This design comes from an exercise in tuning for small area and a short achievable clock period on the open sky130 flow, not from production work. No activity file was given, so power comes from the tool's default toggle rates.

Design Nbit_ALU_Register, start of the top module:
module Nbit_ALU_Register (r2, r3, ALUop, r0, clk);
parameter n = 32;
input[n-1:0] r2, r3;
input[2:0] ALUop;
input clk;
output [n-1:0] r0;
wire[n-1:0] r1;
Nbit_ALU #(n) alu1 (.r1(r1), .r2(r2), .r3(r3), .ALUop(ALUop) );
Nbit_Register #(n) reg1 (.outo(r0), .ino(r1), .clk(clk) );
endmodule
Size: ~410 cells after synthesis, about 32 flip-flops, ~100 I/O pins, ~0.0029 mm^2 of cells after synthesis.
Settings: LEC_CHECK=0, CAP_MARGIN=20, CORE_MARGIN=2, CORE_UTILIZATION=40, SLEW_MARGIN=20, SYNTH_HIERARCHICAL=1, SYNTH_MINIMUM_KEEP_SIZE=0; clock period 15.5 ns.
standard.sh (not shown) runs the stock make flow with config.mk's settings and CLKGATE_MAP_FILE= SYNTH_SCRIPT=/design/flow/synth_recipe.tcl, a recipe that flattens the netlist after the stock synthesis.
==> flow/flow/run.sh <==
#!/bin/bash
# Standard ORFS layout with two changes: the ports are buffered with buf_1 (instead of the
# delay buffer buffer_ports picks by default), and timing repair aims for a setup slack of
# 11.0 ns, so that it sizes the critical paths for a shorter period than the clock's.
set -euo pipefail
export BUFFER_PORTS_ARGS="-buffer_cell sky130_fd_sc_hd__buf_1"
export SETUP_SLACK_MARGIN=11.0
bash standard.sh > standard.log 2>&1
Next try:
==> flow/flow/run.sh (replaced) <==
#!/bin/bash
# Standard ORFS layout with two changes: the ports are buffered with buf_1 (instead of the
# delay buffer buffer_ports picks by default), and timing repair aims for a setup slack of
# 10.0 ns, so that it sizes the critical paths for a shorter period than the clock's.
set -euo pipefail
export BUFFER_PORTS_ARGS="-buffer_cell sky130_fd_sc_hd__buf_1"
export SETUP_SLACK_MARGIN=10.0
bash standard.sh > standard.log 2>&1
Effect:
- cell area is lower by a quarter to a third
- flip-flop and latch count stays the same
- maximum frequency falls by a few percent
- non-clock buffer count decreases by 51
Function was not checked in any run of this note: the RTL went through the layout flow alone.


## rev 12
Nbit_ALU_Register, a different RTL version from the one above (not shown whole).
For scale: ~420 cells after synthesis, roughly 32 flip-flops, roughly 100 I/O pins, ~2900 µm² of cells after synthesis.
clock: 15.5 ns
lec_check: 0
cap_margin: 20
core_margin: 2
core_utilization: 40
gpl_timing_driven: 0
slew_margin: 20
synth_hierarchical: 1
synth_minimum_keep_size: 0
==> flow/flow/run.sh <==
#!/bin/bash
# Standard ORFS layout with two changes: the ports are buffered with buf_1 (instead of the
# delay buffer buffer_ports picks by default), and timing repair aims for a setup slack of
# 10.5 ns, so that it sizes the critical paths for a shorter period than the clock's.
set -euo pipefail
export BUFFER_PORTS_ARGS="-buffer_cell sky130_fd_sc_hd__buf_1"
export SETUP_SLACK_MARGIN=10.5
bash standard.sh > standard.log 2>&1
Rev 12: all stages complete, timing, DRC and antenna checks passed
Modified inputs, rev 13 compared to rev 12
==> flow/flow/run.sh <==
#!/bin/bash
# Standard ORFS layout with two changes: the ports are buffered with buf_1 (instead of the
# delay buffer buffer_ports picks by default), and timing repair aims for a setup slack of
# 10.2 ns, so that it sizes the critical paths for a shorter period than the clock's.
set -euo pipefail
export BUFFER_PORTS_ARGS="-buffer_cell sky130_fd_sc_hd__buf_1"
export SETUP_SLACK_MARGIN=10.2
bash standard.sh > standard.log 2>&1
Results
- Going from rev 12 to rev 13, global-route usage went down 0.90 points; power share of the sequential group went up 3.9 points; power went down 13%.
- For rev 12, the critical path's slowest cell was o21ai_4, unlike rev 13, where it was buf_4.
- Of the two values seen for capturing instance or port of the critical path, reg1.registerblk[0].Dflipflop.q$_DFF_P_ was produced by rev 12 and reg1.registerblk[31].Dflipflop.q$_DFF_P_ by rev 13.
Function was not checked in any run of this note: the RTL went through the layout flow alone.


== garnet ==
Nbit_ALU_Register, a different RTL version from the one above (not shown whole).
Size in the first run: roughly 380 cells after synthesis, roughly 32 flip-flops, about 100 I/O pins.
Settings: LEC_CHECK=0, CAP_MARGIN=20, CORE_MARGIN=2, CORE_UTILIZATION=40, SLEW_MARGIN=20, SYNTH_HIERARCHICAL=1, SYNTH_MINIMUM_KEEP_SIZE=0; clock period 15.5 ns.
==> flow/flow/run.sh <==
#!/bin/bash
# Standard ORFS layout; the only change is the cell used to buffer the ports
# (a plain buf_1 instead of the delay buffer buffer_ports picks by default).
set -euo pipefail
export BUFFER_PORTS_ARGS="-buffer_cell sky130_fd_sc_hd__buf_1"
bash standard.sh > standard.log 2>&1
garnet completed end to end with timing, DRC and antenna clean.
diff inputs: garnet => maple
-- flow/config.mk --
<<< garnet, line 11
>>> maple, line 11
export GPL_TIMING_DRIVEN = 0
Findings:
Re area added between synthesis and finish: maple and garnet aren't equal, and the higher value belongs to maple. Summary of maple over garnet: endpoint required time on the critical path level, sequential share of layout area moved down, routed length on met2 moved up. Of maple and garnet, the run reporting the lower met2 usage was garnet.
Function was not checked in any run of this note: the RTL went through the layout flow alone.

-- afterwards: timing with drivers on the ports --
In the flow no input, the clock included, has a driving cell. The finished layouts below were timed again as built, in two steps.
Step 1 (the two cells are an assumption about what drives the block):
set clk [get_ports {clk}]
set_driving_cell -lib_cell sky130_fd_sc_hd__clkbuf_16 $clk
set_driving_cell -lib_cell sky130_fd_sc_hd__buf_2 [delete_from_list [all_inputs] $clk]
Step 2 moves the port delays by t, midway between the first and last clock arrival at a register: inputs arrive t later, outputs are due t later. That takes back most of the time a late clock gives input paths.
Slacks: ideal ports / drivers / drivers and shift; pairs: ideal ports / drivers.
run | t (ns) | setup WS [ns] | worst setup path after step 2
the first run of note 1 | 0.318 | 10.313 / 10.298 / 9.980 | input to register
the second run of note 1 | 0.316 | 10.144 / 10.147 / 9.831 | input to register
rev 12 | 0.320 | 10.346 / 10.318 / 9.999 | input to register
rev 13 | 0.315 | 10.346 / 10.354 / 10.040 | input to register
garnet | 0.310 | 8.964 / 8.963 / 8.653 | input to register
maple | 0.310 | 9.214 / 9.220 / 8.909 | input to register
After both steps setup and hold are still met in every run listed. The setup slack of rev 12, which loses most, moves by -0.028 ns with the drivers and by -0.347 ns with both steps.
